This is an optimization exercise on Yosys and OpenROAD, whose aim is small area, a short achievable clock period and few clock cycles per item, not a production implementation.
No run shown here included a check of the RTL's function; only the layout flow was run.
Power is estimated from default activity; no workload was simulated.

## flow/config.mk

```make
export PLATFORM = sky130hd
export DESIGN_NAME = simple_ALU
export DESIGN_NICKNAME = simple_ALU
export VERILOG_FILES = /design/flow/design.v
export SDC_FILE = /design/flow/constraint.sdc
export NUM_CORES = 4
export LEC_CHECK = 0
export ABC_AREA = 1
export CAP_MARGIN = 20
export CORE_MARGIN = 2
export CORE_UTILIZATION = 40
export CTS_BUF_LIST = sky130_fd_sc_hd__clkbuf_8
export SLEW_MARGIN = 20
```

## flow/constraint.sdc

```tcl
create_clock -name core_clock -period 9.0 [get_ports {i_clk}]
set_input_delay 1.8000 -clock core_clock [delete_from_list [all_inputs] [get_ports {i_clk}]]
set_output_delay 1.8000 -clock core_clock [all_outputs]
set_load 0.01 [all_outputs]
```

## flow/design.v

```verilog
`timescale 1ns / 1ns
module simple_ALU(input i_clk,
                  input i_rst,
                  input logic  [15:0] i_memData,
                  output logic [15:0] o_memData,
                  output logic [15:0] o_memAddr,
                  output logic o_memWrEnable);
  localparam logic [1:0] S_FETCH = 2'd0,
                         S_DEC   = 2'd1,
                         S_RD1   = 2'd2,
                         S_RD2   = 2'd3;
  logic [1:0]  state;
  logic [5:0]  rd;         
  logic [5:0]  rs;         
  logic [5:0]  pcn;        
  logic        selRd, selRs, selPc;   
  logic [15:0] wdata;      
  logic        we;         
  logic        kv;         
  logic        first;      
  logic        stale;      
  logic        twoRd;      
  logic        sameRd;     
  logic [15:0] breg;       
  logic        opAdd, opDbl, opAnd, opOr, opXor, opSh;
  logic        cin;        
  logic        left;       
  logic        arith;      
  wire  [5:0]  addr = ({6{selRd}} & rd) | ({6{selRs}} & rs) | ({6{selPc}} & pcn);
  assign o_memAddr     = {10'd0, addr};
  assign o_memData     = wdata;
  assign o_memWrEnable = we;
  wire [15:0] x = i_memData;
  wire [15:0] y = breg;
  wire [16:0] sum = {x, 1'b1} + {y, cin};
  wire [15:0] xin;
  wire [15:0] u;
  genvar gi;
  generate
    for (gi = 0; gi < 16; gi++) begin : g_rev
      assign xin[gi] = left ? x[15-gi] : x[gi];
      assign u[gi]   = left ? sw[15-gi] : sw[gi];
    end
  endgenerate
  wire        fill = arith & x[15];
  wire [31:0] sww  = {{16{fill}}, xin} >> y[3:0];
  wire [15:0] sw   = sww[15:0];
  wire        big  = |y[15:4];
  wire [15:0] alu = ({16{opAdd}} & sum[16:1])
                  | ({16{opDbl}} & {x[14:0], 1'b0})
                  | ({16{opAnd}} & (x & y))
                  | ({16{opOr}}  & (x | y))
                  | ({16{opXor}} & (x ^ y))
                  | ({16{opSh & ~big}} & u)
                  | ({16{arith & big}} & {16{x[15]}});
  wire [15:0] ins   = i_memData;
  wire [2:0]  dFn   = ins[14:12];
  wire [5:0]  dRd   = ins[11:6];
  wire [5:0]  dRs   = ins[5:0];
  wire        dImm  = ins[15];
  wire        aK    = kv & (dRd == rd);
  wire        bK    = dImm | (kv & (dRs == rd));
  wire        dShift = (dFn == 3'd2) | (dFn == 3'd3) | (dFn == 3'd4);
  wire        dComm  = (dFn == 3'd0) | (dFn[2] & (dFn[1:0] != 2'd0));
  wire        dSub   = (dFn == 3'd1);
  wire        same  = ~aK & ~bK & (dRd == dRs) & ~dShift;
  wire        bOnly = aK & ~bK & dComm;
  wire        two   = ~bK & ~same & ~bOnly;      
  wire        none  = aK & bK;
  wire        inDec = (state == S_DEC);
  wire        bLoad = inDec ? ~stale : (state == S_RD2) & twoRd;
  wire [15:0] bSrc  = inDec ? (dImm ? {10'd0, dRs} : wdata) : i_memData;
  wire [15:0] bNew  = bSrc ^ {16{inDec ? dSub : cin}};
  always_ff @(posedge i_clk) begin
    if (i_rst) begin
      state <= S_FETCH;
      selRd <= 1'b0;
      selRs <= 1'b0;
      selPc <= 1'b1;
      pcn   <= 6'd0;
      we    <= 1'b0;
      kv    <= 1'b0;
      first <= 1'b1;
      stale <= 1'b0;
    end else begin
      case (state)
        S_FETCH: begin
          we    <= ~first;
          kv    <= ~first;
          first <= 1'b0;
          {selRd, selRs, selPc} <= 3'b100;
          pcn   <= pcn + 6'd1;
          stale <= ~first & (rd == pcn);
          state <= S_DEC;
        end
        S_DEC: begin
          we    <= 1'b0;
          if (stale) begin
            stale <= 1'b0;
            kv    <= 1'b0;
          end else if (two) begin
            {selRd, selRs, selPc} <= 3'b010;
            state <= S_RD1;
          end else if (none) begin
            {selRd, selRs, selPc} <= 3'b001;
            state <= S_FETCH;
          end else begin
            {selRd, selRs, selPc} <= {~bOnly, bOnly, 1'b0};
            state <= S_RD2;
          end
        end
        S_RD1: begin
          {selRd, selRs, selPc} <= 3'b100;
          state <= S_RD2;
        end
        default: begin   
          {selRd, selRs, selPc} <= 3'b001;
          state <= S_FETCH;
        end
      endcase
    end
  end
  always_ff @(posedge i_clk) wdata <= alu;
  always_ff @(posedge i_clk) begin
    if (bLoad) breg <= bNew;
    case (state)
      S_DEC: begin
        if (!stale) begin
          rd     <= dRd;
          rs     <= dRs;
          twoRd  <= two;
          sameRd <= same;
          cin    <= dSub;
          opAdd  <= (dFn[2:1] == 2'd0);
          opDbl  <= 1'b0;
          opAnd  <= (dFn == 3'd5);
          opOr   <= (dFn == 3'd6);
          opXor  <= (dFn == 3'd7);
          opSh   <= dShift;
          left   <= (dFn == 3'd4);
          arith  <= (dFn == 3'd2);
        end
      end
      S_RD2: begin
        if (sameRd) begin
          opAdd <= 1'b0;
          opDbl <= opAdd & ~cin;
          opAnd <= cin | opAnd | opXor;
          opXor <= 1'b0;
          cin   <= 1'b0;
          breg  <= opAnd ? 16'hFFFF : 16'd0;
        end
      end
      default: ;
    endcase
  end
endmodule
```

## flow/flow/run.sh

```bash
#!/bin/bash
# Standard layout, with plain buffers (not delay cells) on the ports and the
# timing repair aiming at 6.0 ns of setup slack.
# Full make output goes to standard.log here; ORFS keeps each step's log
# under orfs/logs/.
set -euo pipefail
bash standard.sh "BUFFER_PORTS_ARGS=-buffer_cell sky130_fd_sc_hd__buf_2" SETUP_SLACK_MARGIN=6.0 finish > standard.log 2>&1
```

## flow/standard.sh

```bash
#!/bin/bash
# synth_recipe.tcl (not shown) runs the flow's synth.tcl, then flattens the netlist and writes it again
# the make line also repeats each setting of config.mk as NAME=value (left out here)
make -C /OpenROAD-flow-scripts/flow DESIGN_CONFIG=/design/flow/config.mk WORK_HOME=/design/flow/orfs CLKGATE_MAP_FILE= SYNTH_SCRIPT=/design/flow/synth_recipe.tcl "${@:-finish}"
```

==> impl_metrics.tcl, run 1 <==
set metrics [dict create \
    fp.dieW_um 126 \
    r2r_start "breg[1]" \
    rsz0062_at_grt "true" \
    p_switching_mw 0.714 \
    tightest_slew_ns 1.05 \
    dp_hpwl_um 16200 \
    antenna_found_initial 1 \
    cts_tree "yes" \
    synthArstFlopShare_pct 0 \
    ioPinCount 51 \
    grt_pass1_vias 6163 \
    wire_per_inst_um 19.5 \
    reg2reg_setup_slack_ns 6.20 \
    synth.area.top_cells "nand3_1, dfxtp_1, nand2_1" \
    p_int_mw 0.820 \
    ir_worst_vdd_mv 0.0764 \
    cts_sinks 70 \
    crit_top_cell "nand2_1" \
    cts_max_level 3 \
    final_cells 1150 \
    slew_headroom_pct 29.5 \
    clkPwrFrac_pct 17.9 \
    yosysTopAreaCell "nand3_1" \
    core_sq_um 14500 \
    antenna_left 0 \
    cp_slowest_stage_delay_ns 0.33 \
    clockBufferDepth 2 \
    grt_usage_pct 28.3 \
    cts.clk_slew.worst_paths_ns 0.08 \
    drive_above_1_share_pct 18.0 \
    yosysSeqAreaShare_pct 27.5 \
    drtIter0Drc 709 \
    grt_max_degree 33 \
    setup_viol 0 \
    area_delta_synth_final_pct 17.9 \
    reg2reg_depth 11 \
    r2r-end "wdata[12]" \
    vias 6667 \
    yosysWarnings 1 \
    synthTopCellsByCount "nand2_1, nand3_1, inv_1" \
    holdCritPathClass "reg2reg" \
    syn_inst 929 \
    power_leakage_nw 3.05 \
    run_status "timing/DRC/antenna clean" \
    post-route-period-util_pct 33.1 \
    fillCellCount 1523 \
    worstHoldStart "we" \
    crit_buf_inv 2 \
    clock_latency_ns 0.37 \
    hold_violations 0 \
    placed_cells 1113 \
    fin_nets 1013 \
    drv_slew 0 \
    num_rows 44 \
    dp_slack_ns 5.36 \
    cap_violations 0 \
    cp_slowest_cell "or2_2" \
    syn_area_per_cell_sq_um 6.39 \
    firstDrtPassIters 5 \
    synth_cell_types 42 \
    root_buffer "clkbuf_8" \
    max_freq_ghz 0.335 \
    power.density_nw_per_um2 219 \
    routed_wl_um 22400 \
    cp_cell_sequence "buf_4 > inv_2 > ha_4 > nand2_1 > or2_2 > nand3_4 > nand3_2 > nand2_1 > nand2_1 > nand3_1 > nand3_1" \
    yosys_most_used_dff "dfxtp_1" \
    power_frac_comb_pct 50.6 \
    vias_per_cell 5.80 \
    p_seq_share_pct 31.4 \
    numPortBuffers 40 \
    initial_core_util_pct 40.9 \
    routabilityCongestion 0.978 \
    worstSetupPathType "in2reg" \
    finClkSkew_ns 0.00916 \
    synth_top_cell_area_share_pct 16.3 \
    yosysMostFrequentCell "nand2_1" \
    cp_max_fo 8 \
    setup_slack_ns 6.02 \
    drc 0 \
    hold_depth 2 \
    critPathArrivalTime_ns 3.23 \
    fin_crit_ns 2.98 \
    ys_ff_latch 70 \
    die_h_um 126 \
    cp-end-kind "register" \
    fp.dieArea_sq_um 15800 \
    switching_share_pct 46.6 \
    required_ns 9.25 \
    syn-cell-area_sq_um 5940 \
    start_kind "input port" \
    synth-edff-count 23 \
    overflow 0 \
    setup_tns_ns 0 \
    cts_buffers 9 \
    min_to "we" \
    cp_top_family "simple AND/OR/NAND/NOR gates" \
    grt_pass1_wl_um 35000 \
]
power groups by stage:
stage	sequential [mW]	clock, mW	combinational (mW)
floorplan	0.434	0	0.549
global placement	0.487	0	0.692
detailed placement	0.484	0	0.697
CTS	0.476	0.277	0.722
global route	0.489	0.289	0.865
finish	0.482	0.275	0.777
per-stage QoR:
step                util [%]  cell area, sq um  hold WS [ns]  power, mW
floorplan                  -              6190         0.420      0.983
global placement        43.5              6320         0.432       1.18
detailed placement      43.7              6350         0.443       1.18
CTS                     46.0              6690         0.462       1.47
global route            48.2              7000         0.493       1.64
finish                  48.2              7000         0.457       1.53
final cells by class:
type	count	area (sq um)	share of cell area (%)
Antenna cell	1	2.50	0.0357
Clock buffer	10	138	1.97
Clock inverter	6	67.6	0.965
Inverter	83	333	4.75
Multi-Input combinational cell	733	4140	59.1
Sequential cell	70	1640	23.4
Tap cell	184	230	3.29
Timing Repair Buffer	63	455	6.50
how the worst max path moves through the flow:
| stage | start | to | cells after the start |
|---|---|---|---|
| final | i_memData[4] | wdata[14] | 11 |
| after floorplan | i_memData[2] | wdata[13] | 12 |
| after global placement | i_memData[15] | breg[5] | 8 |
| after detailed placement | i_memData[15] | breg[5] | 8 |
| after CTS | i_memData[15] | breg[5] | 8 |
| after global routing | i_memData[2] | wdata[12] | 12 |
what timing repair did:
action,4_1_cts,5_1_grt
hold buffers,0,0
buffers inserted,6,14
gates resized for setup,26,66
endpoints found under the setup margin,27,31
pin swaps,1,10
per-layer routing:
layer / track usage [%] / part of all wire (%) / up-vias / routed length (um)
li1: - / - / 3180 / -
met1: 38.4 / 43 / 3138 / 9720
met2: 44.8 / 46 / 298 / 10200
met3: 5.65 / 7.9 / 51 / 1780
met4: 10.5 / 3.1 / 0 / 689
met5: 0 / 0 / - / 0
cells by family (layout without fill, tap and decap cells):
group | Yosys count | in the layout | share of synthesized area [%]
AOI/OAI and AO/OA | 135 | 135 | 13.1
xor gates and xnor gates | 21 | 21 | 3.10
adders and majority gates | 35 | 35 | 7.50
buffers and inverters | 135 | 162 | 9.75
DFF | 70 | 70 | 27.5
other | 1 | 11 | 0.0631
and+or+nand+nor | 532 | 532 | 39.1
layout by cell type, fill, tap and decap left out, drive strengths merged, types with 7 or more instances in the layout:
master / synthesis / final
dfxtp: 47 / 47
o21ai: 48 / 48
nor2: 62 / 62
nand2: 247 / 247
a31oi: 17 / 17
nand3: 194 / 194
ha: 34 / 34
inv: 79 / 78
a21oi: 47 / 47
edfxtp: 23 / 23
nor4: 7 / 7
o211ai: 7 / 7
conb: 1 / 10
clkbuf: 17 / 11
buf: 35 / 62
nor3: 8 / 8
xnor2: 12 / 12
xor2: 9 / 9
worst min-delay path: stages, from the launching register on:
cell	delay [ns]
dfxtp_1	0.31
nand2_1	0.05
a21oi_1	0.05
state kept, by name, summed over array words and instances (netlist names), 2 cells and up:
| name | count |
|---|---|
| wdata | 16 |
| state | 2 |
| breg | 16 |
| rd | 6 |
| rs | 6 |
| pcn | 6 |
==> inputs of run 2 (changes only) <==
--- a/flow/config.mk
+++ b/flow/config.mk
@@ -13 +13,2 @@
 export SLEW_MARGIN = 20
+export TNS_END_PERCENT = 0
==> impl_metrics.tcl, run 2 <==
set metrics [dict create \
    yosysTopAreaCell "nand3_1" \
    worstHoldStart "we" \
    yosysWarnings 1 \
    fin_nets 1006 \
    antenna_left 0 \
    fillCellCount 1530 \
    syn_area_per_cell_sq_um 6.39 \
    drtIter0Drc 701 \
    cts_max_level 3 \
    synth_top_cell_area_share_pct 16.3 \
    grt_pass1_vias 5858 \
    cts_buffers 9 \
    total_power_mw 1.50 \
    fp.dieArea_sq_um 15800 \
    synth_cell_types 42 \
    syn_inst 929 \
    reg2reg_depth 11 \
    grt_max_degree 33 \
    core_sq_um 14500 \
    tightest_slew_ns 1.01 \
    drv_slew 0 \
    start_kind "register" \
    root_buffer "clkbuf_8" \
    synth-edff-count 23 \
    finClkSkew_ns 0.0130 \
    layout_commonest_cell "nand2_1" \
    cap_violations 0 \
    multiInputGateArea_sq_um 4000 \
    holdCritPathClass "reg2reg" \
    firstDrtPassIters 5 \
    rsz0062_at_grt "true" \
    power.density_nw_per_um2 221 \
    antenna_found_initial 0 \
    worstSetupPathType "reg2out" \
    synthArstFlopShare_pct 0 \
    yosys_most_used_dff "dfxtp_1" \
    clockBufferDepth 2 \
    drive_above_1_share_pct 13.9 \
    initial_core_util_pct 40.9 \
    critPathArrivalTime_ns 1.24 \
    syn-cell-area_sq_um 5940 \
    ys_ff_latch 70 \
    overflow 0 \
    wire_per_inst_um 18.8 \
    r2r-end "wdata[13]" \
    max_freq_ghz 0.329 \
    reg2reg_setup_slack_ns 6.19 \
    routed_wl_um 21500 \
    ctsHoldBuffers 0 \
    cp-end-kind "output port" \
    dp_hpwl_um 15800 \
    mostFrequentLayoutCells "nand2_1, nand3_1, inv_1, nor2_1, dfxtp_1" \
    cts_tree "yes" \
    register_area_sq_um 1630 \
    hold_violations 0 \
    area_delta_synth_final_pct 14.1 \
    numPortBuffers 40 \
    run_status "timing/DRC/antenna clean" \
    cp_max_fo 4 \
    vias_per_cell 5.72 \
    synthTopCellsByCount "nand2_1, nand3_1, inv_1" \
    slew_headroom_pct 32.2 \
    min_to "we" \
    yosysSeqAreaShare_pct 27.5 \
    cts_sinks 70 \
    ioPinCount 51 \
    drc 0 \
    num_rows 44 \
    power_leakage_nw 3.00 \
    setup_viol 0 \
    synth.area.top_cells "nand3_1, dfxtp_1, nand2_1" \
    hold_depth 2 \
    cts.clk_slew.worst_paths_ns 0.08 \
    antenna_cells 0 \
    routabilityCongestion 0.960 \
    fp.dieW_um 126 \
    post-route-period-util_pct 33.7 \
    yosysMostFrequentCell "nand2_1" \
    vias 6533 \
    grt_pass1_wl_um 33400 \
    ir_worst_vdd_mv 0.123 \
    clock_latency_ns 0.36 \
    fin_crit_ns 3.04 \
    largestRegisters "breg: 16 flops, wdata: 16 flops" \
    setup_tns_ns 0 \
    die_h_um 126 \
    grt_usage_pct 26.9 \
    required_ns 7.20 \
    r2r_start "breg[2]" \
]
## run 2: cell types whose count changed in the layout (fill, tap and decap cells not counted), moves of 3 or more
cell | before | now
buf_4 | 31 | 21
inv_1 | 54 | 63
inv_2 | 21 | 14
nand2_1 | 233 | 240
clkbuf_4 | 1 | 7
dfxtp_1 | 41 | 47
dfxtp_2 | 6 | 0
nand2_2 | 12 | 6
buf_6 | 6 | 2
ha_4 | 15 | 11
ha_1 | 19 | 22
## run 2: what timing repair did
action                     in CTS  in global routing
gates resized for setup        20                 37
buffers inserted                1                 12
pin swaps                       0                  6
setup endpoints to repair      30                 35
## run 2: cells by family after synthesis
family                     after synthesis  share of synthesized area [%]
and+or+nand+nor                        532                           39.1
AOI/OAI and AO/OA                      135                           13.1
buffers and inverters                  135                           9.75
DFF                                     70                           27.5
adders and majority gates               35                           7.50
xor gates and xnor gates                21                           3.10
other                                    1                         0.0631
## run 2: through the flow
| step | setup slack (ns) | instance area, sq um | hold slack (ns) | cells | util (%) |
|---|---|---|---|---|---|
| floorplan | 5.91 | 6110 | 0.420 | 938 | - |
| global placement | 5.33 | 6250 | 0.439 | 1112 | 43.0 |
| detailed placement | 5.29 | 6270 | 0.447 | 1113 | 43.1 |
| CTS | 5.87 | 6550 | 0.457 | 1130 | 45.1 |
| global route | 5.87 | 6780 | 0.473 | 1142 | 46.6 |
| finish | 5.96 | 6780 | 0.451 | 1142 | 46.6 |
## run 2: worst max path at each step
stage	endpoint	slack, ns	cells after the start	start
after CTS	wdata[14]	5.87	11	i_memData[4]
after global routing	wdata[12]	5.87	10	i_memData[11]
after detailed placement	wdata[13]	5.29	12	i_memData[1]
after global placement	wdata[13]	5.33	12	i_memData[1]
after floorplan	wdata[13]	5.91	12	i_memData[2]
final	o_memAddr[2]	5.96	3	rd[2]
## run 2: layout make-up
class                   instances  area share [%]
well taps                     184            3.40
flip-flops and latches         70            24.1
repair buffers                 56            5.50
inverters                      83            4.86
clock inverters                 5           0.868
clock buffers                  11            2.23
multi-input cells             733            59.1
## run 2: worst max-delay path, cell delays in order, from the launching register on
cell and delay, ns:
edfxtp_1 0.47, inv_1 0.10, o211ai_1 0.16, buf_2 0.15
## run 2: power by group
group / switching [mW] / internal, mW
logic: 0.463 / 0.281
clock network: 0.132 / 0.144
registers: 0.0942 / 0.384
total: 0.689 / 0.809
## run 2: per-layer routing
metal | GRT usage, % | up-vias | share of wire (%)
met5 | 0 | - | 0
met1 | 38.5 | 3002 | 45
li1 | - | 3171 | -
met2 | 41.6 | 315 | 45
met3 | 2.59 | 45 | 6.8
met4 | 11.2 | 0 | 3.5
==> inputs of run 3 (changes only) <==
--- a/flow/config.mk
+++ b/flow/config.mk
@@ -10,5 +10,4 @@
 export CORE_MARGIN = 2
-export CORE_UTILIZATION = 40
+export CORE_UTILIZATION = 60
 export CTS_BUF_LIST = sky130_fd_sc_hd__clkbuf_8
 export SLEW_MARGIN = 20
-export TNS_END_PERCENT = 0
==> impl_metrics.tcl, run 3 <==
set metrics [dict create \
    hold_violations 0 \
    worstSetupPathType "reg2out" \
    largestRegisters "breg: 16 flops, wdata: 16 flops" \
    overflow 0 \
    dp_hpwl_um 16000 \
    vias_per_cell 6.47 \
    drc 0 \
    holdCritPathClass "reg2reg" \
    firstDrtPassIters 8 \
    slew_headroom_pct 34.3 \
    yosysWarnings 1 \
    ys_ff_latch 70 \
    final_cells 1097 \
    cts_max_level 3 \
    cts_tree "yes" \
    cts.clk_slew.worst_paths_ns 0.08 \
    start_kind "register" \
    synthTopCellsByCount "nand2_1, nand3_1, inv_1" \
    antenna_cells 0 \
    fp.dieArea_sq_um 10700 \
    post-route-period-util_pct 33.3 \
    initial_core_util_pct 61.3 \
    antenna_left 0 \
    cts_buffers 9 \
    setup_tns_ns 0 \
    max_freq_ghz 0.333 \
    clockBufferDepth 2 \
    drv_slew 0 \
    synth.area.top_cells "nand3_1, dfxtp_1, nand2_1" \
    yosysMostFrequentCell "nand2_1" \
    ir_worst_vdd_mv 0.110 \
    cap_violations 0 \
    numPortBuffers 40 \
    synth_top_cell_area_share_pct 16.3 \
    total_power_mw 1.57 \
    cp-end-kind "output port" \
    syn_area_per_cell_sq_um 6.39 \
    layout_commonest_cell "nand2_1" \
    drtIter0Drc 1047 \
    drive_above_1_share_pct 18.2 \
    antenna_found_initial 0 \
    tightest_slew_ns 0.982 \
    synth_cell_types 42 \
    area_delta_synth_final_pct 16.5 \
    grt_pass1_wl_um 33700 \
    vias 7103 \
    synthArstFlopShare_pct 0 \
    required_ns 7.20 \
    setup_viol 0 \
    power.density_nw_per_um2 227 \
    fp.dieW_um 104 \
    placed_cells 1062 \
    grt_pass1_vias 6201 \
    num_rows 36 \
    core_sq_um 9680 \
    clock_latency_ns 0.36 \
    root_buffer "clkbuf_8" \
    yosysSeqAreaShare_pct 27.5 \
    run_status "timing/DRC/antenna clean" \
    mostFrequentLayoutCells "nand2_1, nand3_1, nor2_1, inv_1, dfxtp_1" \
    routabilityCongestion 1.00 \
    ioPinCount 51 \
    routed_wl_um 22500 \
    rsz0062_at_grt "true" \
    grt_max_degree 34 \
    fin_nets 1012 \
    grt_usage_pct 39.8 \
    cp_max_fo 2 \
    fin_crit_ns 3.00 \
    synth-edff-count 23 \
    yosysTopAreaCell "nand3_1" \
    fin_util_pct 71.5 \
    syn-cell-area_sq_um 5940 \
    cts_sinks 70 \
    finClkSkew_ns 0.0112 \
    yosys_most_used_dff "dfxtp_1" \
    die_h_um 104 \
    power_leakage_nw 3.05 \
    wire_per_inst_um 20.5 \
    setup_slack_ns 6.00 \
    dp_slack_ns 5.28 \
    critPathArrivalTime_ns 1.20 \
    ctsHoldBuffers 0 \
    syn_inst 929 \
]
==> run 3: worst max-delay path, stage by stage (launching register included) <==
cell,delay [ns]
edfxtp_1,0.41
inv_2,0.06
o211ai_1,0.20
buf_2,0.17
==> run 3: area by class of cell <==
cell class	count	area, sq um
multi-input cells	733	4140
fillers	797	2760
repair buffers	61	442
flip-flops and latches	70	1640
clock inverters	6	61.3
inverters	83	330
well taps	133	166
repair inverters	1	7.51
clock buffers	10	138
==> run 3: cell families after synthesis <==
family                     count (synthesis)  share of synthesized area, %
other                                      1                        0.0631
DFF                                       70                          27.5
AOI/OAI and AO/OA                        135                          13.1
and+or+nand+nor                          532                          39.1
xor gates and xnor gates                  21                          3.10
buffers and inverters                    135                          9.75
adders and majority gates                 35                          7.50
==> run 3: layer usage <==
metal	up-vias	GRT usage, %	share of wire (%)
met3	111	8.31	14
li1	3189	-	-
met2	592	60.4	44
met5	-	0	0
met4	0	17.1	5.0
met1	3211	55.1	37
==> run 3: where the power goes <==
part	switching (mW)	leakage, nW	internal, mW
clock	0.131	0.104	0.135
sequential	0.0947	0.614	0.385
combinational	0.523	2.33	0.303
total	0.748	3.05	0.823
==> run 3: repair_timing <==
action,4_1_cts,5_1_grt
resized for setup,31,73
buffers inserted,6,11
setup endpoints to repair,21,29
pin swaps,4,22
cloned,0,1
hold endpoints to repair,0,0
==> run 3: worst paths after layout <==
kind	startpoint	to	slack [ns]	depth (start not counted)
worst max-delay path	rd[4]	o_memAddr[4]	6.00	3
worst min-delay path	we	we	0.46	2
worst max register to register	breg[3]	wdata[15]	6.20	11
worst min register to register	we	we	0.46	2
==> run 3: stage by stage <==
stage          hold slack (ns)  cell area, sq um
6_report                 0.459              6920
4_1_cts                  0.461              6610
3_5_place_dp             0.445              6260
3_3_place_gp             0.428              6260
2_1_floorplan            0.420              6190
5_1_grt                  0.472              6920
==> inputs of run 4 (changes only) <==
--- a/flow/design.v
+++ b/flow/design.v
@@ -123,2 +123,3 @@
   always_ff @(posedge i_clk) wdata <= alu;
+  always_ff @(posedge i_clk) rs <= dRs;
   always_ff @(posedge i_clk) begin
@@ -129,3 +130,2 @@
           rd     <= dRd;
-          rs     <= dRs;
           twoRd  <= two;
--- a/flow/config.mk
+++ b/flow/config.mk
@@ -10,4 +10,5 @@
 export CORE_MARGIN = 2
-export CORE_UTILIZATION = 60
+export CORE_UTILIZATION = 40
 export CTS_BUF_LIST = sky130_fd_sc_hd__clkbuf_8
 export SLEW_MARGIN = 20
+export TNS_END_PERCENT = 0
==> impl_metrics.tcl, run 4 <==
set metrics [dict create \
    yosys_most_used_dff "dfxtp_1" \
    grt_pass1_vias 5920 \
    root_buffer "clkbuf_8" \
    drtIter0Drc 676 \
    cp_cell_sequence "buf_4 > inv_1 > ha_4 > a21oi_1 > nand2_2 > inv_2 > o21ai_4 > nand2_1 > a21oi_1 > nor2_1 > nor2_1 > nand2_1" \
    cts_sinks 70 \
    core_sq_um 14400 \
    synthTopCellsByCount "nand2_1, nand3_1, inv_1" \
    ir_worst_vdd_mv 0.0909 \
    synth_top_cell_area_share_pct 18.0 \
    finClkSkew_ns 0.0101 \
    wire_per_inst_um 18.5 \
    post-route-period-util_pct 34.0 \
    r2r_start "breg[2]" \
    run_status "timing/DRC/antenna clean" \
    rsz0062_at_grt "true" \
    area_delta_synth_final_pct 12.8 \
    ys_ff_latch 70 \
    power.density_nw_per_um2 224 \
    synth_cell_types 38 \
    cts_max_level 3 \
    syn_area_per_cell_sq_um 6.27 \
    numPortBuffers 40 \
    cts_tree "yes" \
    cts_buffers 9 \
    r2r-end "wdata[13]" \
    cp_slowest_stage_delay_ns 0.33 \
    cp_max_fo 8 \
    min_to "we" \
    fillCellCount 1535 \
    slew_headroom_pct 32.0 \
    grt_pass1_wl_um 33500 \
    required_ns 9.28 \
    syn-cell-area_sq_um 5880 \
    antenna_found_initial 0 \
    reg2reg_depth 11 \
    overflow 0 \
    cp_top_family "compound AO/OA/AOI/OAI gates" \
    yosysTopAreaCell "dfxtp_1" \
    hold_depth 2 \
    max_freq_ghz 0.327 \
    fin_crit_ns 3.06 \
    synthArstFlopShare_pct 0 \
    mostFrequentLayoutCells "nand2_1, nand3_1, nor2_1, inv_1, dfxtp_1" \
    routed_wl_um 21200 \
    synth-edff-count 17 \
    worstHoldStart "we" \
    antenna_left 0 \
    cap_violations 0 \
    yosysWarnings 1 \
    initial_core_util_pct 40.8 \
    holdCritPathClass "reg2reg" \
    cts.clk_slew.worst_paths_ns 0.09 \
    synth.area.top_cells "dfxtp_1, nand3_1, nand2_1" \
    tightest_slew_ns 1.02 \
    die_h_um 125 \
    yosysMostFrequentCell "nand2_1" \
    grt_max_degree 34 \
    ioPinCount 51 \
    hold_violations 0 \
    clock_latency_ns 0.38 \
    num_rows 44 \
    drc 0 \
    clockBufferDepth 2 \
    ctsHoldBuffers 0 \
    dp_hpwl_um 15700 \
    fp.dieW_um 125 \
    cp-end-kind "register" \
    routabilityCongestion 0.897 \
    critPathArrivalTime_ns 3.33 \
    grt_usage_pct 27.2 \
    reg2reg_setup_slack_ns 6.21 \
    vias_per_cell 5.74 \
    antenna_cells 0 \
    vias 6571 \
    firstDrtPassIters 5 \
    worstSetupPathType "in2reg" \
    placed_cells 1121 \
    drv_slew 0 \
    drive_above_1_share_pct 12.5 \
    yosysSeqAreaShare_pct 26.7 \
    crit_buf_inv 3 \
    syn_inst 938 \
    cp_slowest_cell "ha_4" \
    setup_tns_ns 0 \
    final_cells 1144 \
    setup_viol 0 \
    start_kind "input port" \
    largestRegisters "breg: 16 flops, wdata: 16 flops" \
    power_leakage_nw 2.97 \
    fin_nets 1008 \
    fp.dieArea_sq_um 15700 \
    layout_commonest_cell "nand2_1" \
]
[run 4: cell count changes in the layout (fill, tap and decap cells not counted), sizes merged, moves of 7 or more]
cell / before / now
nor2: 62 / 75
nand2: 247 / 240
buf: 59 / 47
o21ai: 48 / 57
[run 4: worst max path at each step]
stage / slack, ns / cells past startpoint / to / startpoint
after floorplan: 5.82 / 13 / wdata[13] / i_memData[0]
after CTS: 5.96 / 3 / o_memAddr[4] / selPc
after global placement: 5.28 / 12 / wdata[13] / i_memData[2]
after global routing: 5.88 / 10 / wdata[13] / i_memData[9]
final: 5.94 / 12 / wdata[13] / i_memData[2]
after detailed placement: 5.29 / 12 / wdata[14] / i_memData[1]
[run 4: kinds of logic after synthesis]
kind of cell	synth area share (%)
AOI/OAI and AO/OA	14.0
xor gates and xnor gates	2.23
adders and majority gates	7.58
buffers and inverters	10.1
DFF	26.7
other	0.0638
and+or+nand+nor	39.3
[run 4: routing by layer]
metal | wire length [um] | vias up | track usage [%] | share of wire (%)
li1 | - | 3180 | - | -
met1 | 9600 | 3031 | 38.5 | 45
met2 | 9120 | 304 | 40.2 | 43
met3 | 1690 | 56 | 5.61 | 8.0
met4 | 751 | 0 | 11.6 | 3.5
met5 | 0 | - | 0 | 0
[run 4: cell type report]
class                      instances  area, sq um  area share, %
inverter                          84          332           5.00
clock inverter                     7          101           1.53
sequential                        70         1570           23.7
tap                              184          230           3.47
clock buffer                       9          124           1.87
multi-input combinational        739         3960           59.7
timing repair buffer              51          315           4.75
[run 4: worst register-to-register path: cells and delay by family, from the launching register on]
family | cells | cell delay, ns
AO/OA/AOI/OAI | 3 | 0.45
adder cells (fa/ha/maj) | 1 | 0.46
buffers and inverters | 2 | 0.60
flip-flops | 1 | 0.76
AND/OR/NAND/NOR | 5 | 0.41
[run 4: power breakdown]
group | internal [mW] | switching (mW) | total (mW)
logic | 0.262 | 0.456 | 0.718
registers | 0.378 | 0.0844 | 0.462
clock network | 0.160 | 0.144 | 0.304
total | 0.800 | 0.685 | 1.48
[run 4: per-stage QoR]
step / cell area, sq um / hold slack [ns] / power (mW) / setup WS, ns / util [%]
after CTS: 6560 / 0.457 / 1.46 / 5.96 / 45.5
after global placement: 6140 / 0.443 / 1.12 / 5.28 / 42.6
after global routing: 6630 / 0.521 / 1.59 / 5.88 / 46.0
final: 6630 / 0.454 / 1.48 / 5.94 / 46.0
after floorplan: 5980 / 0.451 / 0.937 / 5.82 / -
after detailed placement: 6140 / 0.444 / 1.12 / 5.29 / 42.6
[run 4: what timing repair did]
item	CTS	global route
buffers inserted	7	0
pin swaps	1	0
resized for setup	35	19
setup endpoints to repair	22	29
==> inputs of run 5 (changes only) <==
--- a/flow/design.v
+++ b/flow/design.v
@@ -34,3 +34,3 @@
   wire [15:0] y = breg;
-  wire [16:0] sum = {x, 1'b1} + {y, cin};
+  wire [16:0] sum = {x, 1'b1} + {y ^ {16{cin}}, cin};
   wire [15:0] xin;
@@ -71,4 +71,3 @@
   wire        bLoad = inDec ? ~stale : (state == S_RD2) & twoRd;
-  wire [15:0] bSrc  = inDec ? (dImm ? {10'd0, dRs} : wdata) : i_memData;
-  wire [15:0] bNew  = bSrc ^ {16{inDec ? dSub : cin}};
+  wire [15:0] bNew  = inDec ? (dImm ? {10'd0, dRs} : wdata) : i_memData;
   always_ff @(posedge i_clk) begin
==> impl_metrics.tcl, run 5 <==
set metrics [dict create \
    hold_violations 0 \
    rsz0062_at_grt "true" \
    r2r_start "breg[1]" \
    drive_above_1_share_pct 12.8 \
    largestRegisters "breg: 16 flops, wdata: 16 flops" \
    core_sq_um 15300 \
    syn_inst 952 \
    r2r-end "wdata[12]" \
    critPathArrivalTime_ns 3.26 \
    synth.area.top_cells "dfxtp_1, nand2_1, nand3_1" \
    slew_headroom_pct 41.0 \
    clock_latency_ns 0.38 \
    cts_tree "yes" \
    mostFrequentLayoutCells "nand2_1, nand3_1, inv_1, nor2_1, dfxtp_1" \
    required_ns 9.28 \
    setup_viol 0 \
    routed_wl_um 21800 \
    final_cells 1187 \
    power.density_nw_per_um2 240 \
    cts_buffers 9 \
    drc 0 \
    synth-edff-count 17 \
    syn_area_per_cell_sq_um 6.61 \
    tightest_slew_ns 0.885 \
    routabilityCongestion 0.988 \
    fp.dieArea_sq_um 16700 \
    drtIter0Drc 653 \
    antenna_left 0 \
    post-route-period-util_pct 33.2 \
    finClkSkew_ns 0.00841 \
    layout_commonest_cell "nand2_1" \
    hold_depth 2 \
    start_kind "input port" \
    power_leakage_nw 3.16 \
    root_buffer "clkbuf_8" \
    cp_max_fo 9 \
    ctsHoldBuffers 0 \
    max_freq_ghz 0.335 \
    fp.dieW_um 129 \
    num_rows 45 \
    cts.clk_slew.worst_paths_ns 0.08 \
    grt_pass1_vias 5925 \
    reg2reg_depth 12 \
    fillCellCount 1620 \
    ioPinCount 51 \
    cap_violations 0 \
    overflow 0 \
    yosysTopAreaCell "dfxtp_1" \
    wire_per_inst_um 18.4 \
    fin_nets 1041 \
    holdCritPathClass "reg2reg" \
    firstDrtPassIters 9 \
    setup_tns_ns 0 \
    synthArstFlopShare_pct 0 \
    antenna_cells 0 \
    initial_core_util_pct 41.2 \
    dp_hpwl_um 15700 \
    clockBufferDepth 2 \
    synth_top_cell_area_share_pct 16.9 \
    reg2reg_setup_slack_ns 6.44 \
    cp-end-kind "register" \
    yosysSeqAreaShare_pct 25.0 \
    min_to "we" \
    run_status "timing/DRC/antenna clean" \
    worstSetupPathType "in2reg" \
    cts_sinks 70 \
    synthTopCellsByCount "nand2_1, nand3_1, inv_1" \
    vias_per_cell 5.65 \
    antenna_found_initial 0 \
    drv_slew 0 \
    worstHoldStart "we" \
    grt_max_degree 34 \
    ir_worst_vdd_mv 0.117 \
    area_delta_synth_final_pct 11.3 \
    grt_pass1_wl_um 33100 \
    yosysMostFrequentCell "nand2_1" \
    syn-cell-area_sq_um 6290 \
    grt_usage_pct 26.1 \
    fin_crit_ns 2.98 \
    synth_cell_types 48 \
    yosysWarnings 1 \
    placed_cells 1164 \
    numPortBuffers 40 \
    ys_ff_latch 70 \
    cts_max_level 3 \
    die_h_um 129 \
    vias 6703 \
    yosys_most_used_dff "dfxtp_1" \
]
## run 5: worst max path at each step
stage	startpoint	to	slack [ns]	depth (start not counted)
final	i_memData[7]	wdata[12]	6.02	9
after global routing	pcn[2]	o_memAddr[2]	5.96	3
after CTS	rd[3]	o_memAddr[3]	5.94	3
after detailed placement	i_memData[4]	wdata[7]	5.51	10
after global placement	i_memData[4]	wdata[7]	5.48	10
after floorplan	i_memData[4]	wdata[7]	5.96	9
## run 5: per-layer routing
layer | vias to the layer above | routed length, um | track usage [%]
met5 | - | 0 | 0
li1 | 3249 | - | -
met2 | 304 | 9660 | 40.6
met1 | 3103 | 9610 | 35.8
met3 | 47 | 1790 | 5.37
met4 | 0 | 733 | 9.80
## run 5: where the power goes
| part | total, mW | leakage [nW] | switching, mW | internal (mW) |
|---|---|---|---|---|
| logic | 0.884 | 2.44 | 0.550 | 0.334 |
| registers | 0.494 | 0.607 | 0.106 | 0.388 |
| clock network | 0.303 | 0.113 | 0.138 | 0.165 |
| total | 1.68 | 3.16 | 0.793 | 0.887 |
## run 5: worst max-delay path: stages
cell and delay, ns:
clkbuf_4 0.18, ha_2 0.40, nand2_1 0.12, o21ai_0 0.27, a21oi_1 0.12, a21oi_1 0.16, nor2_1 0.07, nor2_1 0.09
nand2_1 0.05
## run 5: cell type report
cell class / count / area (sq um) / share of cell area [%]
Inverter: 81 / 312 / 4.45
Clock buffer: 10 / 138 / 1.97
Sequential cell: 70 / 1580 / 22.5
Tap cell: 211 / 264 / 3.77
Timing Repair Buffer: 50 / 315 / 4.50
Clock inverter: 6 / 93.8 / 1.34
Multi-Input combinational cell: 759 / 4300 / 61.4
## run 5: per-stage QoR
stage / hold WS [ns] / setup WS, ns / util [%] / area, sq um / power, mW
floorplan: 0.451 / 5.96 / - / 6330 / 1.10
global placement: 0.447 / 5.48 / 42.7 / 6510 / 1.31
detailed placement: 0.450 / 5.51 / 42.7 / 6510 / 1.31
CTS: 0.465 / 5.94 / 44.4 / 6780 / 1.61
global route: 0.506 / 5.96 / 45.9 / 7000 / 1.81
finish: 0.467 / 6.02 / 45.9 / 7000 / 1.68
## run 5: repair_timing
action / 4_1_cts / 5_1_grt
hold endpoints to repair: 0 / 0
setup endpoints to repair: 10 / 23
buffers inserted: 3 / 4
pin swaps: 0 / 1
gates resized for setup: 4 / 48
## run 5: logic make-up (layout without fill, tap and decap cells)
logic type / Yosys count / count (layout) / synth area share (%)
adder cells (fa/ha/maj): 52 / 52 / 10.3
flip-flops: 70 / 70 / 25.0
other: 1 / 10 / 0.0596
buffers and inverters: 132 / 147 / 9.73
AO/OA/AOI/OAI: 131 / 131 / 12.8
AND/OR/NAND/NOR: 534 / 534 / 37.6
XOR/XNOR: 32 / 32 / 4.46
==> inputs of run 6 (changes only) <==
--- a/flow/design.v
+++ b/flow/design.v
@@ -34,3 +34,3 @@
   wire [15:0] y = breg;
-  wire [16:0] sum = {x, 1'b1} + {y ^ {16{cin}}, cin};
+  wire [16:0] sum = {x, 1'b1} + {y, cin};
   wire [15:0] xin;
@@ -71,3 +71,4 @@
   wire        bLoad = inDec ? ~stale : (state == S_RD2) & twoRd;
-  wire [15:0] bNew  = inDec ? (dImm ? {10'd0, dRs} : wdata) : i_memData;
+  wire [15:0] bSrc  = inDec ? (dImm ? {10'd0, dRs} : wdata) : i_memData;
+  wire [15:0] bNew  = bSrc ^ {16{inDec ? dSub : cin}};
   always_ff @(posedge i_clk) begin
==> flow/flow/run.sh (replaced) <==
#!/bin/bash
# Standard layout, with plain buffers (not delay cells) on the ports and the
# timing repair aiming at 6.15 ns of setup slack.
# Full make output goes to standard.log here; ORFS keeps each step's log
# under orfs/logs/.
set -euo pipefail
bash standard.sh "BUFFER_PORTS_ARGS=-buffer_cell sky130_fd_sc_hd__buf_2" SETUP_SLACK_MARGIN=6.15 finish > standard.log 2>&1
==> impl_metrics.tcl, run 6 <==
set metrics [dict create \
    numPortBuffers 40 \
    drv_slew 0 \
    drive_above_1_share_pct 15.8 \
    tightest_slew_ns 1.01 \
    p_seq_share_pct 30.4 \
    critPathArrivalTime_ns 1.18 \
    crit_start "rd[4]" \
    die_h_um 125 \
    mostFrequentLayoutCells "nand2_1, nand3_1, nor2_1, inv_1, dfxtp_1" \
    grt_pass1_vias 5910 \
    num_rows 44 \
    clockBufferDepth 2 \
    vias 6542 \
    cts_sinks 70 \
    fp.dieArea_sq_um 15700 \
    layout_commonest_cell "nand2_1" \
    syn_inst 938 \
    area_delta_synth_final_pct 16.3 \
    switching_share_pct 45.9 \
    yosysTopAreaCell "dfxtp_1" \
    ir_worst_vdd_mv 0.0921 \
    power.density_nw_per_um2 223 \
    finClkSkew_ns 0.0147 \
    clock_latency_ns 0.39 \
    worstHoldStart "we" \
    ctsHoldBuffers 0 \
    cp_max_fo 2 \
    grt_pass1_wl_um 33400 \
    synthArstFlopShare_pct 0 \
    grt_usage_pct 27.3 \
    synth_top_family_by_area "simple AND/OR/NAND/NOR gates" \
    setup_viol 0 \
    run_status "timing/DRC/antenna clean" \
    p_switching_mw 0.700 \
    dp_hpwl_um 15700 \
    initial_core_util_pct 40.8 \
    place_area_sq_um 6140 \
    core_sq_um 14400 \
    yosysMostFrequentCell "nand2_1" \
    syn-cell-area_sq_um 5880 \
    synth_top_cell_area_share_pct 18.0 \
    antenna_cells 0 \
    cts_max_level 3 \
    syn_area_per_cell_sq_um 6.27 \
    synth_mux_area_share_pct 0 \
    yosysSeqAreaShare_pct 26.7 \
    largestRegisters "breg: 16 flops, wdata: 16 flops" \
    rsz0062_at_grt "true" \
    max_freq_ghz 0.336 \
    r2r_start "breg[2]" \
    ys_ff_latch 70 \
    clkPwrFrac_pct 19.9 \
    ioPinCount 51 \
    worstSetupPathType "reg2out" \
    cp-end-kind "output port" \
    start_kind "register" \
    synth_cell_types 38 \
    final_cells 1151 \
    cts_buffers 9 \
    antenna_found_initial 0 \
    power_leakage_nw 3.03 \
    firstDrtPassIters 6 \
    cap_violations 0 \
    setup_tns_ns 0 \
    wire_per_inst_um 18.6 \
    required_ns 7.20 \
    yosysWarnings 1 \
    cts.clk_slew.worst_paths_ns 0.09 \
    synth_fa_ha_area_share_pct 7.58 \
    root_buffer "clkbuf_8" \
    yosys.area_share.simple_pct 39.3 \
    fp.dieW_um 125 \
    synth-compound-area-share_pct 14.0 \
    p_int_mw 0.824 \
    synth.area.top_cells "dfxtp_1, nand3_1, nand2_1" \
    slew_headroom_pct 32.3 \
    drtIter0Drc 739 \
    cts_tree "yes" \
    overflow 0 \
    vias_per_cell 5.68 \
    holdCritPathClass "reg2reg" \
    grt_max_degree 34 \
    fin_nets 1015 \
    routed_wl_um 21400 \
    antenna_left 0 \
    power_frac_comb_pct 49.7 \
    hold_violations 0 \
    post-route-period-util_pct 33.1 \
    synth_xor_area_share_pct 2.23 \
    drc 0 \
    synthTopCellsByCount "nand2_1, nand3_1, inv_1" \
    fin_crit_ns 2.98 \
    yosys_most_used_dff "dfxtp_1" \
    stdcell_area_sq_um 6840 \
    routabilityCongestion 0.897 \
    synth-edff-count 17 \
    placed_cells 1121 \
]
## run 6: cell types whose count changed in the layout (fill, tap and decap cells not counted), sizes merged, moves of 3 or more
cell     delta
nand2      -21
ha         -18
xor2       -16
buf        +14
nor2       +14
o21ai      +14
a21oi      +13
nand3      +13
o211ai      -8
clkbuf      -7
inv         +5
clkinv      -3
o2111ai     -3
o22ai       +3
## run 6: stage by stage
| stage | utilization [%] | power, mW | hold slack, ns | worst slack [ns] |
|---|---|---|---|---|
| after floorplan | - | 0.937 | 0.451 | 5.82 |
| after global placement | 42.6 | 1.12 | 0.443 | 5.28 |
| after detailed placement | 42.6 | 1.12 | 0.444 | 5.29 |
| after CTS | 45.6 | 1.46 | 0.457 | 5.99 |
| after global routing | 47.4 | 1.64 | 0.521 | 5.96 |
| final | 47.4 | 1.52 | 0.454 | 6.02 |
## run 6: critical path, cell delays in order (launching register included)
cell and delay, ns:
edfxtp_1 0.39, inv_2 0.05, o211ai_1 0.19, buf_2 0.17
## run 6: timing repair
action | CTS | global route
setup endpoints to repair | 31 | 39
resized for setup | 42 | 58
pin swaps | 1 | 10
setup buffers | 8 | 6
## run 6: kinds of logic after synthesis
family | after synthesis
compound gates | 145
other cells | 1
simple gates | 534
flops | 70
buf+inv | 138
xor+xnor | 15
fa+ha+maj | 35
## run 6: power groups by stage
stage               clock [mW]  combinational [mW]  sequential, mW
floorplan                    0               0.509           0.428
global placement             0               0.652           0.469
detailed placement           0               0.655           0.465
CTS                      0.307               0.695           0.457
global route             0.320               0.846           0.470
finish                   0.304               0.757           0.463
## run 6: layout make-up
type	count	area, sq um
Sequential cell	70	1580
Clock buffer	9	124
Timing Repair Buffer	58	405
Inverter	84	337
Tap cell	184	230
Clock inverter	7	101
Fill cell	1509	7580
Multi-Input combinational cell	739	4060
## run 6: path summary, 6_finish.rpt
| check | endpoint | slack (ns) | cells past startpoint |
|---|---|---|---|
| worst min-delay path | we | 0.45 | 2 |
| worst max-delay path | o_memAddr[4] | 6.02 | 3 |
| worst max register to register | wdata[13] | 6.28 | 11 |
| worst min register to register | we | 0.45 | 2 |
## run 6: layer usage
metal / global-route usage [%] / wire (um) / vias to the layer above
met5: 0 / 0 / -
met4: 11.4 / 695 / 0
met3: 5.65 / 1680 / 49
met2: 40.5 / 9280 / 285
met1: 38.5 / 9710 / 3010
li1: - / - / 3198
==> inputs of run 7 (changes only) <==
--- a/flow/design.v
+++ b/flow/design.v
@@ -123,3 +123,2 @@
   always_ff @(posedge i_clk) wdata <= alu;
-  always_ff @(posedge i_clk) rs <= dRs;
   always_ff @(posedge i_clk) begin
@@ -130,2 +129,3 @@
           rd     <= dRd;
+          rs     <= dRs;
           twoRd  <= two;
==> flow/flow/run.sh (replaced) <==
#!/bin/bash
# Standard layout, with plain buffers (not delay cells) on the ports and the
# timing repair aiming at 6.0 ns of setup slack, then power (area) recovery
# on the paths with slack.
# Full make output goes to standard.log here; ORFS keeps each step's log
# under orfs/logs/.
set -euo pipefail
bash standard.sh "BUFFER_PORTS_ARGS=-buffer_cell sky130_fd_sc_hd__buf_2" SETUP_SLACK_MARGIN=6.0 RECOVER_POWER=100 finish > standard.log 2>&1
--- a/flow/config.mk
+++ b/flow/config.mk
@@ -13,2 +13 @@
 export SLEW_MARGIN = 20
-export TNS_END_PERCENT = 0
==> impl_metrics.tcl, run 7 <==
set metrics [dict create \
    synth_top_cell_area_share_pct 16.3 \
    drtIter0Drc 751 \
    yosysTopAreaCell "nand3_1" \
    drv_slew 0 \
    ir_worst_vdd_mv 0.0749 \
    tightest_slew_ns 1.35 \
    required_ns 9.26 \
    setup_viol 0 \
    cts_sinks 70 \
    rsz0062_at_grt "true" \
    fp.dieArea_sq_um 15800 \
    finClkSkew_ns 0.00871 \
    antenna_left 0 \
    cts_max_level 3 \
    cts_buffers 9 \
    max_freq_ghz 0.273 \
    initial_core_util_pct 40.9 \
    numPortBuffers 40 \
    die_h_um 126 \
    syn-cell-area_sq_um 5940 \
    holdWs_ns 0.461 \
    yosysMostFrequentCell "nand2_1" \
    routabilityCongestion 0.978 \
    grt_max_degree 33 \
    largestRegisters "breg: 16 flops, wdata: 16 flops" \
    cp-end-kind "register" \
    clock_latency_ns 0.37 \
    dp_slack_ns 5.36 \
    ioPinCount 51 \
    vias_per_cell 5.77 \
    fin_crit_ns 3.66 \
    fp.dieW_um 126 \
    fin_nets 1013 \
    final_cells 1150 \
    core_sq_um 14500 \
    cts_tree "yes" \
    post-route-period-util_pct 40.7 \
    synthTopCellsByCount "nand2_1, nand3_1, inv_1" \
    hold_violations 0 \
    root_buffer "clkbuf_8" \
    clockBufferDepth 2 \
    drive_above_1_share_pct 12.2 \
    start_kind "input port" \
    routed_wl_um 22400 \
    slew_headroom_pct 8.98 \
    vias 6638 \
    synth.area.top_cells "nand3_1, dfxtp_1, nand2_1" \
    synth-edff-count 23 \
    layout_commonest_cell "nand2_1" \
    holdCritPathClass "reg2reg" \
    ctsHoldBuffers 0 \
    yosys_most_used_dff "dfxtp_1" \
    cap_violations 0 \
    area_delta_synth_final_pct 14.5 \
    wire_per_inst_um 19.5 \
    grt_usage_pct 28.3 \
    dp_hpwl_um 16200 \
    antenna_found_initial 1 \
    drc 0 \
    critPathArrivalTime_ns 3.93 \
    num_rows 44 \
    run_status "timing/DRC/antenna clean" \
    ys_ff_latch 70 \
    placed_cells 1113 \
    synthArstFlopShare_pct 0 \
    syn_inst 929 \
    yosysSeqAreaShare_pct 27.5 \
    grt_pass1_vias 6163 \
    power.density_nw_per_um2 222 \
    mostFrequentLayoutCells "nand2_1, nand3_1, nor2_1, inv_1" \
    synth_cell_types 42 \
    power_leakage_nw 2.92 \
    fin_util_pct 46.8 \
    yosysWarnings 1 \
    worstSetupPathType "in2reg" \
    setup_slack_ns 5.34 \
    overflow 0 \
    cts.clk_slew.worst_paths_ns 0.08 \
    firstDrtPassIters 5 \
    grt_pass1_wl_um 35000 \
    setup_tns_ns 0 \
    syn_area_per_cell_sq_um 6.39 \
    cp_max_fo 8 \
]
-- run 7: cell count changes after synthesis, moves of 4 or more --
cell	change
or2_1	+4
xnor2_1	+4
o21ai_0	+7
edfxtp_1	+6
nor2_1	-13
dfxtp_1	-6
o21ai_1	-16
nand2_1	+8
clkbuf_1	-5
-- run 7: repair_timing --
item,in CTS,in global routing
setup buffers,6,14
setup endpoints to repair,27,31
resized for setup,26,66
pin swaps,1,10
-- run 7: per-layer routing --
metal,up-vias,GRT usage (%),part of all wire (%)
li1,3178,-,-
met3,45,5.65,7.7
met4,0,10.5,2.9
met2,285,44.8,46
met5,-,0,0
met1,3130,38.4,44
-- run 7: through the flow --
step	cell area (sq um)	power (mW)
after floorplan	6190	0.983
after global placement	6320	1.18
after detailed placement	6350	1.18
after CTS	6690	1.47
after global routing	6800	1.62
final	6800	1.51
-- run 7: worst max-delay path, cell delays in order --
cell	delay, ns
clkbuf_1	0.47
clkinvlp_2	0.36
ha_1	0.43
nand2_1	0.14
nor4_1	0.30
nand2_2	0.10
a21oi_2	0.13
nor2_1	0.04
nor2_1	0.09
nand2_1	0.05
-- run 7: cell type report --
class / instances / area (sq um)
multi-input combinational: 733 / 4050
timing repair buffer: 63 / 347
clock inverter: 6 / 67.6
sequential: 70 / 1640
antenna: 1 / 2.50
fill: 1569 / 7730
tap: 184 / 230
inverter: 83 / 328
clock buffer: 10 / 138
-- run 7: path summary, 6_finish.rpt --
check / from / endpoint / slack [ns] / cells after the start
setup / recovery: i_memData[8] / wdata[13] / 5.34 / 10
hold / removal: we / we / 0.46 / 2
setup reg to reg: state[1] / breg[13] / 5.98 / 8
hold reg to reg: we / we / 0.46 / 2
-- run 7: cell families (layout without fill, tap and decap cells) --
family | count (synthesis) | count (layout) | synth area share, %
simple gates | 532 | 532 | 39.1
compound gates | 135 | 135 | 13.1
buf+inv | 135 | 162 | 9.75
flops | 70 | 70 | 27.5
fa+ha+maj | 35 | 35 | 7.50
xor+xnor | 21 | 21 | 3.10
other cells | 1 | 11 | 0.0631
-- run 7: power by group --
group / internal [mW] / total [mW] / switching, mW
Sequential: 0.385 / 0.482 / 0.0976
Clock: 0.137 / 0.276 / 0.138
Combinational: 0.279 / 0.752 / 0.473
==> inputs of run 8 (changes only) <==
--- a/flow/design.v
+++ b/flow/design.v
@@ -123,2 +123,3 @@
   always_ff @(posedge i_clk) wdata <= alu;
+  always_ff @(posedge i_clk) rs <= dRs;
   always_ff @(posedge i_clk) begin
@@ -129,3 +130,2 @@
           rd     <= dRd;
-          rs     <= dRs;
           twoRd  <= two;
==> flow/flow/run.sh (replaced) <==
#!/bin/bash
# Standard layout, with plain buffers (not delay cells) on the ports, the
# timing repair aiming at 6.0 ns of setup slack, and clock tree synthesis
# without dummy loads.
# Full make output goes to standard.log here; ORFS keeps each step's log
# under orfs/logs/.
set -euo pipefail
bash standard.sh "BUFFER_PORTS_ARGS=-buffer_cell sky130_fd_sc_hd__buf_2" SETUP_SLACK_MARGIN=6.0 "CTS_ARGS=-sink_clustering_enable -repair_clock_nets -buf_list sky130_fd_sc_hd__clkbuf_8 -dont_use_dummy_load" finish > standard.log 2>&1
--- a/flow/config.mk
+++ b/flow/config.mk
@@ -13 +13,2 @@
 export SLEW_MARGIN = 20
+export TNS_END_PERCENT = 0
==> impl_metrics.tcl, run 8 <==
set metrics [dict create \
    ys_ff_latch 70 \
    synth_top_cell_area_share_pct 18.0 \
    grt_pass1_vias 5885 \
    grt_usage_pct 27.1 \
    run_status "timing/DRC/antenna clean" \
    fin_nets 1008 \
    syn-cell-area_sq_um 5880 \
    dp_hpwl_um 15700 \
    antenna_found_initial 0 \
    post-route-period-util_pct 33.8 \
    cts_tree "yes" \
    cts_buffers 9 \
    numPortBuffers 40 \
    crit_buf_inv 4 \
    setup_slack_ns 5.95 \
    yosysTopAreaCell "dfxtp_1" \
    clockBufferDepth 2 \
    r2r-end "wdata[13]" \
    hold_violations 0 \
    cts.clk_slew.worst_paths_ns 0.09 \
    area_delta_synth_final_pct 11.2 \
    die_h_um 125 \
    fp.dieArea_sq_um 15700 \
    cp-end-kind "register" \
    wire_per_inst_um 18.6 \
    p_seq_share_pct 33.3 \
    power_frac_comb_pct 51.8 \
    clock_latency_ns 0.38 \
    overflow 0 \
    worstHoldStart "we" \
    synthArstFlopShare_pct 0 \
    syn_inst 938 \
    r2r_start "breg[2]" \
    rsz0062_at_grt "true" \
    hold_depth 2 \
    ir_worst_vdd_mv 0.0910 \
    core_sq_um 14400 \
    fp.dieW_um 125 \
    routabilityCongestion 0.897 \
    root_buffer "clkbuf_8" \
    syn_area_per_cell_sq_um 6.27 \
    vias_per_cell 5.73 \
    cp_max_fo 9 \
    start_kind "input port" \
    yosysSeqAreaShare_pct 26.7 \
    grt_max_degree 34 \
    yosys_most_used_dff "dfxtp_1" \
    drv_slew 0 \
    clkPwrFrac_pct 14.9 \
    p_switching_mw 0.657 \
    grt_pass1_wl_um 33200 \
    cp_cell_sequence "buf_4 > inv_4 > fa_2 > inv_2 > nand3_2 > nand2_2 > inv_2 > o21ai_4 > nand2_1 > a21oi_1 > nor2_1 > nor2_1 > nand2_1" \
    synth_cell_types 38 \
    power_leakage_nw 2.92 \
    yosysMostFrequentCell "nand2_1" \
    initial_core_util_pct 40.8 \
    cap_violations 0 \
    mostFrequentLayoutCells "nand2_1, nand3_1, nor2_1, inv_1, dfxtp_1" \
    required_ns 9.26 \
    cts_max_level 3 \
    tightest_slew_ns 1.01 \
    setup_tns_ns 0 \
    antenna_cells 0 \
    num_rows 44 \
    vias 6518 \
    cp_top_family "simple AND/OR/NAND/NOR gates" \
    antenna_left 0 \
    layout_commonest_cell "nand2_1" \
    drc 0 \
    cts_sinks 70 \
    min_to "we" \
    reg2reg_setup_slack_ns 6.23 \
    cp_slowest_stage_delay_ns 0.33 \
    switching_share_pct 47.3 \
    reg2reg_depth 11 \
    power.density_nw_per_um2 212 \
    cp_slowest_cell "fa_2" \
    setup_viol 0 \
    synth.area.top_cells "dfxtp_1, nand3_1, nand2_1" \
    ioPinCount 51 \
    finClkSkew_ns 0.0238 \
    critPathArrivalTime_ns 3.30 \
    routed_wl_um 21200 \
    drtIter0Drc 679 \
    holdCritPathClass "reg2reg" \
    largestRegisters "breg: 16 flops, wdata: 16 flops" \
    slew_headroom_pct 32.5 \
    yosysWarnings 1 \
    synth-edff-count 17 \
    drive_above_1_share_pct 12.2 \
    max_freq_ghz 0.328 \
    fin_crit_ns 3.05 \
    worstSetupPathType "in2reg" \
    dp_slack_ns 5.29 \
    p_int_mw 0.730 \
    firstDrtPassIters 5 \
    synthTopCellsByCount "nand2_1, nand3_1, inv_1" \
]
run 8: worst max-delay path by stage:
stage	start	to	slack, ns	depth (start not counted)
floorplan	i_memData[0]	wdata[13]	5.82	13
global placement	i_memData[2]	wdata[13]	5.28	12
detailed placement	i_memData[1]	wdata[14]	5.29	12
CTS	i_memData[0]	wdata[13]	5.97	13
global route	i_memData[1]	wdata[14]	5.88	12
finish	i_memData[0]	wdata[13]	5.95	13
run 8: kinds of logic (layout without fill, tap and decap cells):
group	count (synthesis)	after routing	share of synthesized area, %
and+or+nand+nor	534	534	39.3
xor gates and xnor gates	15	15	2.23
AOI/OAI and AO/OA	145	145	14.0
DFF	70	70	26.7
buffers and inverters	138	144	10.1
other	1	10	0.0638
adders and majority gates	35	35	7.58
run 8: layout make-up:
class | count | area (sq um)
clock buffer | 9 | 124
fill | 1546 | 7890
inverter | 84 | 332
multi-input combinational | 739 | 3960
sequential | 70 | 1570
tap | 184 | 230
timing repair buffer | 51 | 318
run 8: through the flow:
| stage | std cells | util (%) | total power [mW] | hold WS [ns] | instance area, sq um |
|---|---|---|---|---|---|
| 4_1_cts | 1137 | 44.9 | 1.36 | 0.457 | 6470 |
| 5_1_grt | 1137 | 45.3 | 1.50 | 0.521 | 6540 |
| 2_1_floorplan | 947 | - | 0.937 | 0.451 | 5980 |
| 3_5_place_dp | 1121 | 42.6 | 1.12 | 0.444 | 6140 |
| 6_report | 1137 | 45.3 | 1.39 | 0.455 | 6540 |
| 3_3_place_gp | 1121 | 42.6 | 1.12 | 0.443 | 6140 |
run 8: power by group through the flow:
stage	registers [mW]	logic [mW]	clock network, mW
floorplan	0.428	0.509	0
finish	0.462	0.719	0.206
detailed placement	0.465	0.655	0
global route	0.469	0.806	0.220
global placement	0.469	0.652	0
CTS	0.457	0.694	0.208
run 8: routing by layer:
metal	GRT usage, %	vias up	share of wire [%]
met4	11.2	0	3.2
met5	0	-	0
met3	5.35	49	8.4
li1	-	3174	-
met1	38.3	2984	45
met2	40.5	311	43
run 8: worst register-to-register path, cell delays in order, from the launching register on:
cell and delay (ns):
dfxtp_1 0.75, clkinvlp_4 0.55, ha_4 0.46, a21oi_1 0.08, nand2_2 0.10, inv_2 0.05
o21ai_4 0.20, nand2_1 0.09, a21oi_1 0.16, nor2_1 0.05, nor2_1 0.09, nand2_1 0.06
run 8: what timing repair did:
action,4_1_cts,5_1_grt
buffers inserted,7,0
gates resized for setup,41,16
endpoints found under the hold margin,0,0
hold buffers,0,0
setup endpoints to repair,22,27
pin swaps,1,1
==> inputs of run 9 (changes only) <==
==> flow/flow/run.sh (replaced) <==
#!/bin/bash
# Standard layout, with plain buffers (not delay cells) on the ports, the
# timing repair aiming at 6.15 ns of setup slack, and clock tree synthesis
# without dummy loads.
# Full make output goes to standard.log here; ORFS keeps each step's log
# under orfs/logs/.
set -euo pipefail
bash standard.sh "BUFFER_PORTS_ARGS=-buffer_cell sky130_fd_sc_hd__buf_2" SETUP_SLACK_MARGIN=6.15 "CTS_ARGS=-sink_clustering_enable -repair_clock_nets -buf_list sky130_fd_sc_hd__clkbuf_8 -dont_use_dummy_load" finish > standard.log 2>&1
==> impl_metrics.tcl, run 9 <==
set metrics [dict create \
    grt_usage_pct 27.1 \
    cp_top_family "flip-flops" \
    hold_violations 0 \
    post-route-period-util_pct 33.1 \
    cap_violations 0 \
    mostFrequentLayoutCells "nand2_1, nand3_1, nor2_1, inv_1, dfxtp_1" \
    yosysMostFrequentCell "nand2_1" \
    antenna_left 0 \
    synth_top_cell_area_share_pct 18.0 \
    cp_slowest_cell "dfxtp_2" \
    synth_cell_types 38 \
    core_sq_um 14400 \
    drc 0 \
    cp-end-kind "output port" \
    fin_util_pct 47.3 \
    critPathArrivalTime_ns 1.18 \
    max_freq_ghz 0.336 \
    fillCellCount 1513 \
    syn_area_per_cell_sq_um 6.27 \
    synth.area.top_cells "dfxtp_1, nand3_1, nand2_1" \
    fp.dieW_um 125 \
    dp_hpwl_um 15700 \
    antenna_cells 0 \
    crit_buf_inv 2 \
    power_leakage_nw 3.00 \
    numPortBuffers 40 \
    clockBufferDepth 2 \
    cts_tree "yes" \
    final_cells 1148 \
    routabilityCongestion 0.897 \
    power.density_nw_per_um2 213 \
    run_status "timing/DRC/antenna clean" \
    fp.dieArea_sq_um 15700 \
    ys_ff_latch 70 \
    syn-cell-area_sq_um 5880 \
    yosysSeqAreaShare_pct 26.7 \
    cp_cell_sequence "inv_4 > o211ai_1 > buf_2" \
    antenna_found_initial 0 \
    start_kind "register" \
    routed_wl_um 21500 \
    yosys_most_used_dff "dfxtp_1" \
    cts_sinks 70 \
    rsz0062_at_grt "true" \
    fin_crit_ns 2.98 \
    ctsHoldBuffers 0 \
    largestRegisters "breg: 16 flops, wdata: 16 flops" \
    root_buffer "clkbuf_8" \
    clock_latency_ns 0.38 \
    place_area_sq_um 6140 \
    grt_pass1_wl_um 33200 \
    overflow 0 \
    hold_depth 2 \
    holdCritPathClass "reg2reg" \
    ioPinCount 51 \
    setup_tns_ns 0 \
    vias_per_cell 5.74 \
    syn_inst 938 \
    required_ns 7.20 \
    dp_slack_ns 5.29 \
    ir_worst_vdd_mv 0.0905 \
    firstDrtPassIters 6 \
    synth-edff-count 17 \
    drv_slew 0 \
    tightest_slew_ns 1.05 \
    layout_commonest_cell "nand2_1" \
    fin_nets 1019 \
    worstSetupPathType "reg2out" \
    drive_above_1_share_pct 16.4 \
    finClkSkew_ns 0.0246 \
    cp_max_fo 6 \
    yosysWarnings 1 \
    cp_slowest_stage_delay_ns 0.36 \
    initial_core_util_pct 40.8 \
    yosysTopAreaCell "dfxtp_1" \
    synthTopCellsByCount "nand2_1, nand3_1, inv_1" \
    stdcell_area_sq_um 6830 \
    placed_cells 1121 \
    area_delta_synth_final_pct 16.1 \
    setup_viol 0 \
    die_h_um 125 \
    holdWs_ns 0.454 \
    vias 6591 \
    cts.clk_slew.worst_paths_ns 0.09 \
    cts_max_level 3 \
    wire_per_inst_um 18.8 \
    total_power_mw 1.45 \
    drtIter0Drc 703 \
    setup_slack_ns 6.02 \
    cts_buffers 9 \
    num_rows 44 \
    reg2reg_depth 11 \
    synthArstFlopShare_pct 0 \
    grt_pass1_vias 5883 \
    grt_max_degree 34 \
    slew_headroom_pct 29.6 \
    cp.depth 3 \
]
run 9: cell type report:
type / count / area [sq um] / share of cell area [%]
Clock buffer: 9 / 124 / 1.81
Sequential cell: 70 / 1580 / 23.2
Multi-Input combinational cell: 739 / 4110 / 60.2
Inverter: 84 / 337 / 4.93
Tap cell: 184 / 230 / 3.37
Timing Repair Buffer: 62 / 443 / 6.49
run 9: layer usage:
metal	wire, um	vias to the layer above	global-route usage, %	share of wire [%]
li1	-	3194	-	-
met1	9670	3034	38.3	45
met2	9360	306	40.5	43
met3	1750	57	5.35	8.1
met4	767	0	11.2	3.6
met5	0	-	0	0
run 9: final timing paths:
check | startpoint | slack [ns] | end
worst min-delay path | we | 0.45 | we
worst max-delay path | selRd | 6.02 | o_memAddr[4]
worst min register to register | we | 0.45 | we
worst max register to register | breg[2] | 6.27 | wdata[13]
run 9: power by group:
part           total, mW  internal, mW  switching, mW
Clock              0.206        0.0892          0.117
Combinational      0.781         0.299          0.482
Sequential         0.463         0.379         0.0847
run 9: kinds of logic (layout without fill, tap and decap cells):
| group | count (synthesis) | in the layout | synth area share [%] |
|---|---|---|---|
| adder cells (fa/ha/maj) | 35 | 35 | 7.58 |
| AND/OR/NAND/NOR | 534 | 534 | 39.3 |
| flip-flops | 70 | 70 | 26.7 |
| other | 1 | 10 | 0.0638 |
| AO/OA/AOI/OAI | 145 | 145 | 14.0 |
| XOR/XNOR | 15 | 15 | 2.23 |
| buffers and inverters | 138 | 155 | 10.1 |
run 9: worst min-delay path, stage by stage, from the launching register on:
cell and delay [ns]:
dfxtp_1 0.31, nand2_1 0.05, a21oi_1 0.05
run 9: timing repair:
item                       CTS  global route
gates resized for setup     43            70
setup endpoints to repair   32            39
buffers inserted             7            11
gates cloned                 0             0
pin swaps                    1            15

==> afterwards: timing with drivers on the ports <==
In the flow no input, the clock included, has a driving cell. The finished layouts below were timed again as built, in two steps.
Step 1 (the two cells are an assumption about what drives the block):
set clk [get_ports {i_clk}]
set_driving_cell -lib_cell sky130_fd_sc_hd__clkbuf_16 $clk
set_driving_cell -lib_cell sky130_fd_sc_hd__buf_2 [delete_from_list [all_inputs] $clk]
Step 2 times the ports against the registers' clock, not the clock port: input delays grow and output delays shrink by t, the midpoint of the rising clock arrivals with the driver on.
Slacks: ideal / step 1 / step 2; pairs: ideal / step 1.
| run | t (ns) | slack for setup (ns) | worst hold slack (ns) | worst slew at a driven data input, ns |
|---|---|---|---|---|
| run 1 | 0.406 | 6.018 / 6.034 / 5.628 | 0.457 / 0.457 / 0.457 | 0.04 |
| run 2 | 0.390 | 5.963 / 5.929 / 5.583 | 0.451 / 0.451 / 0.451 | 0.04 |
| run 3 | 0.394 | 5.999 / 5.963 / 5.580 | 0.459 / 0.459 / 0.459 | 0.08 |
| run 4 | 0.417 | 5.942 / 5.953 / 5.538 | 0.454 / 0.454 / 0.454 | 0.03 |
| run 5 | 0.413 | 6.016 / 5.989 / 5.612 | 0.467 / 0.467 / 0.467 | 0.04 |
| run 6 | 0.423 | 6.019 / 5.979 / 5.642 | 0.454 / 0.454 / 0.454 | 0.05 |
| run 7 | 0.406 | 5.335 / 5.348 / 4.942 | 0.461 / 0.461 / 0.461 | 0.04 |
| run 8 | 0.411 | 5.955 / 5.964 / 5.557 | 0.455 / 0.455 / 0.455 | 0.03 |
| run 9 | 0.410 | 6.024 / 5.985 / 5.623 | 0.454 / 0.454 / 0.454 | 0.05 |
After both steps every run listed still meets setup and hold. For run 3, which loses most, drivers alone change the setup slack by -0.036 ns; drivers and shift together by -0.419 ns.
